Context: an optimization exercise on an open-source flow, tuned for small area and a short achievable clock period. The choices shown serve that exercise and are no tape-out recipe.
Where RTL was checked, it was by simulation tests only, not by an equivalence proof against the original.
Power figures rest on the tool's default switching activity, not on a simulated workload.

## the previous run
==> flow/design.v (excerpt) <==
module OnboardTop(
    input   [15:0]  SW,
    output  [15:0]  LED,
    input           RST,
    input           JB_TCK,
    input           JB_TMS,
    input           JB_TDI,
    output          JB_TDO,
    output          JA_1,
    output          JA_2,
    output          JA_3,
    output          JA_4,
    output          JA_5,
    output          JC_1,
    output          JC_2,
    output          JC_3,
    output          JC_4
    );
For scale: ~8,500 cells after synthesis, roughly 2,200 flip-flops.
Settings: LEC_CHECK=0, ABC_AREA=1, CAP_MARGIN=20, CORE_MARGIN=2, CORE_UTILIZATION=50, CTS_CLUSTER_DIAMETER=80, CTS_CLUSTER_SIZE=30, SETUP_SLACK_MARGIN=3.8, SLEW_MARGIN=20; clock period 7.0 ns.
run.sh (not shown) runs the stock make flow with config.mk's settings and CLKGATE_MAP_FILE= SYNTH_SCRIPT=/design/flow/synth_recipe.tcl, a recipe that flattens the netlist after the stock synthesis.
Input changes introduced in the current run (baseline for comparison: the previous run):
-- flow/design.v --
<<< the previous run, line 194
    reg         i_bist;      
    reg         bypass;
    reg  [8:0]  sbsr;        
    reg  [4:0]  mbsr;        
>>> the current run, line 194
    reg         i_bist;      
    reg         bypass;
    reg  [5:0]  idcnt;       
    reg  [8:0]  sbsr;        
    reg  [4:0]  mbsr;        
<<< the previous run, line 208
    reg         par;         
    reg  [15:0] q_hi;        
    reg  [31:0] q_lo_n;      
    reg  [3:0]  we4;         
>>> the current run, line 209
    reg         par;         
    reg  [15:0] q_hi;        
    reg  [15:0] q_lo;        
    reg  [31:0] q_lo_n;      
    reg  [3:0]  we4;         
<<< the previous run, line 267
    wire i_sr     = i_addr | i_dload | i_bist;
    wire byp_n = (clk_DR && i_bypass) ? (shDR & TDI) : bypass;
    wire [8:0] sbsr_n = RST ? 9'd0 :
                        !(clk_DR && i_bsr) ? sbsr :
>>> the current run, line 269
    wire i_sr     = i_addr | i_dload | i_bist;
    wire byp_n = (clk_DR && i_bypass) ? (shDR & TDI) : bypass;
    wire [5:0] idcnt_n = !(clk_DR && i_idcode) ? idcnt :
                         !shDR ? 6'd0 :
                         idcnt[5] ? idcnt : idcnt + 6'd1;
    wire id_bit_n = idcnt_n[5] | IDCODE[idcnt_n[4:0]];
    wire [8:0] sbsr_n = RST ? 9'd0 :
                        !(clk_DR && i_bsr) ? sbsr :
<<< the previous run, line 274
    wire [13:0] signature = {sig_f, sig_nl, imp_data & {4{sig_f}}, ref_data & {4{sig_f}}, sig_res};
    wire [15:0] sr_cap = i_addr ? maddr : i_bist ? {2'b00, signature} : 16'd0;
    wire [5:0]  id_inc = sr[5] ? sr[5:0] : sr[5:0] + 6'd1;
    wire [15:0] sr_n = !(clk_DR && (i_sr || i_idcode)) ? sr :
                       i_idcode ? {sr[15:6], shDR ? id_inc : 6'd0} :
                       shDR ? {TDI & ~i_bist, sr[15:1]} : sr_cap;
    wire id_bit_n = sr_n[5] | IDCODE[sr_n[4:0]];
    wire [7:0] start_addr = maddr[15:8];
    wire [7:0] end_addr   = maddr[7:0];
>>> the current run, line 280
    wire [13:0] signature = {sig_f, sig_nl, imp_data & {4{sig_f}}, ref_data & {4{sig_f}}, sig_res};
    wire [15:0] sr_cap = i_addr ? maddr : i_bist ? {2'b00, signature} : 16'd0;
    wire [15:0] sr_n = !(clk_DR && i_sr) ? sr :
                       shDR ? {TDI & ~i_bist, sr[15:1]} : sr_cap;
    wire [7:0] start_addr = maddr[15:8];
    wire [7:0] end_addr   = maddr[7:0];
<<< the previous run, line 331
        q    <= q_n;
        q_hi <= 16'd1 << q_n[7:4];
        we4  <= ((ts_n == S_UPDR) && i_dload) ? (4'd1 << q_n[7:6]) : 4'd0;
        q_lo_n <= ~(32'd1 << {q_n[7], q_n[3:0]});
>>> the current run, line 334
        q    <= q_n;
        q_hi <= 16'd1 << q_n[7:4];
        q_lo <= 16'd1 << q_n[3:0];
        we4  <= ((ts_n == S_UPDR) && i_dload) ? (4'd1 << q_n[7:6]) : 4'd0;
        q_lo_n <= ~(32'd1 << {q_n[7], q_n[3:0]});
<<< the previous run, line 385
        i_bist   <= rb_n;
        bypass <= byp_n;
        sbsr   <= sbsr_n;
        mbsr   <= mbsr_n;
>>> the current run, line 389
        i_bist   <= rb_n;
        bypass <= byp_n;
        idcnt  <= idcnt_n;
        sbsr   <= sbsr_n;
        mbsr   <= mbsr_n;
<<< the previous run, line 405
        .we4(we4),
        .hi(q_hi),
        .lo(16'd1 << q[3:0]),
        .lo_n(q_lo_n),
        .write_data(sr[7:0]),
>>> the current run, line 410
        .we4(we4),
        .hi(q_hi),
        .lo(q_lo),
        .lo_n(q_lo_n),
        .write_data(sr[7:0]),
Global-route total usage across every layer: the current run < the previous run
Net switching share of the total power delta for the current run relative to the previous run: 0.50 points lower
Between the current run and the previous run, the utilization after layout does not differ in any meaningful way.
The current run vs the previous run: total number of vias up slightly
For the previous run, the start point of the critical path was q_lo_n[30]$_DFF_P_, unlike the current run, where it was q_lo_n[26]$_DFF_P_.
The run showing the smaller portion of total power attributed to sequential cells is the previous run.
Any difference in clock network area share between the current run and the previous run is small enough to ignore.
Post-route cell area ended up about 1.1% higher on the current run than on the previous run.
Going from the previous run to the current run, routed wire length grew slightly.
On multi-input logic cell count, the previous run tracks the current run almost exactly.
No functional check of the RTL was part of the current run.

-- separate check: timing with driven ports --
No port has a modelled driver above. Below, the same layouts with a new extraction and two added sets of constraints. Step 1 assumes that a clkbuf_16 drives the clock port and a buf_2 every other input. Step 2 times the ports against the registers' clock, not the clock port: input delays grow and output delays shrink by t, the midpoint of the rising clock arrivals with the driver on. Three values: ideal, step 1, step 2; two values: the first two.
| run | t, ns | setup WS [ns] | worst setup path after step 2 | clock arrival spread, ns |
|---|---|---|---|---|
| the previous run | 0.847 | 3.653 / 3.653 / 3.084 | input to register | 0.041 / 0.041 |
| the current run | 0.846 | 3.754 / 3.754 / 3.275 | input to register | 0.059 / 0.058 |
After both steps setup and hold are still met in every run listed. For the previous run, which loses most, drivers alone change the setup slack by 0.000 ns; drivers and shift together by -0.569 ns.
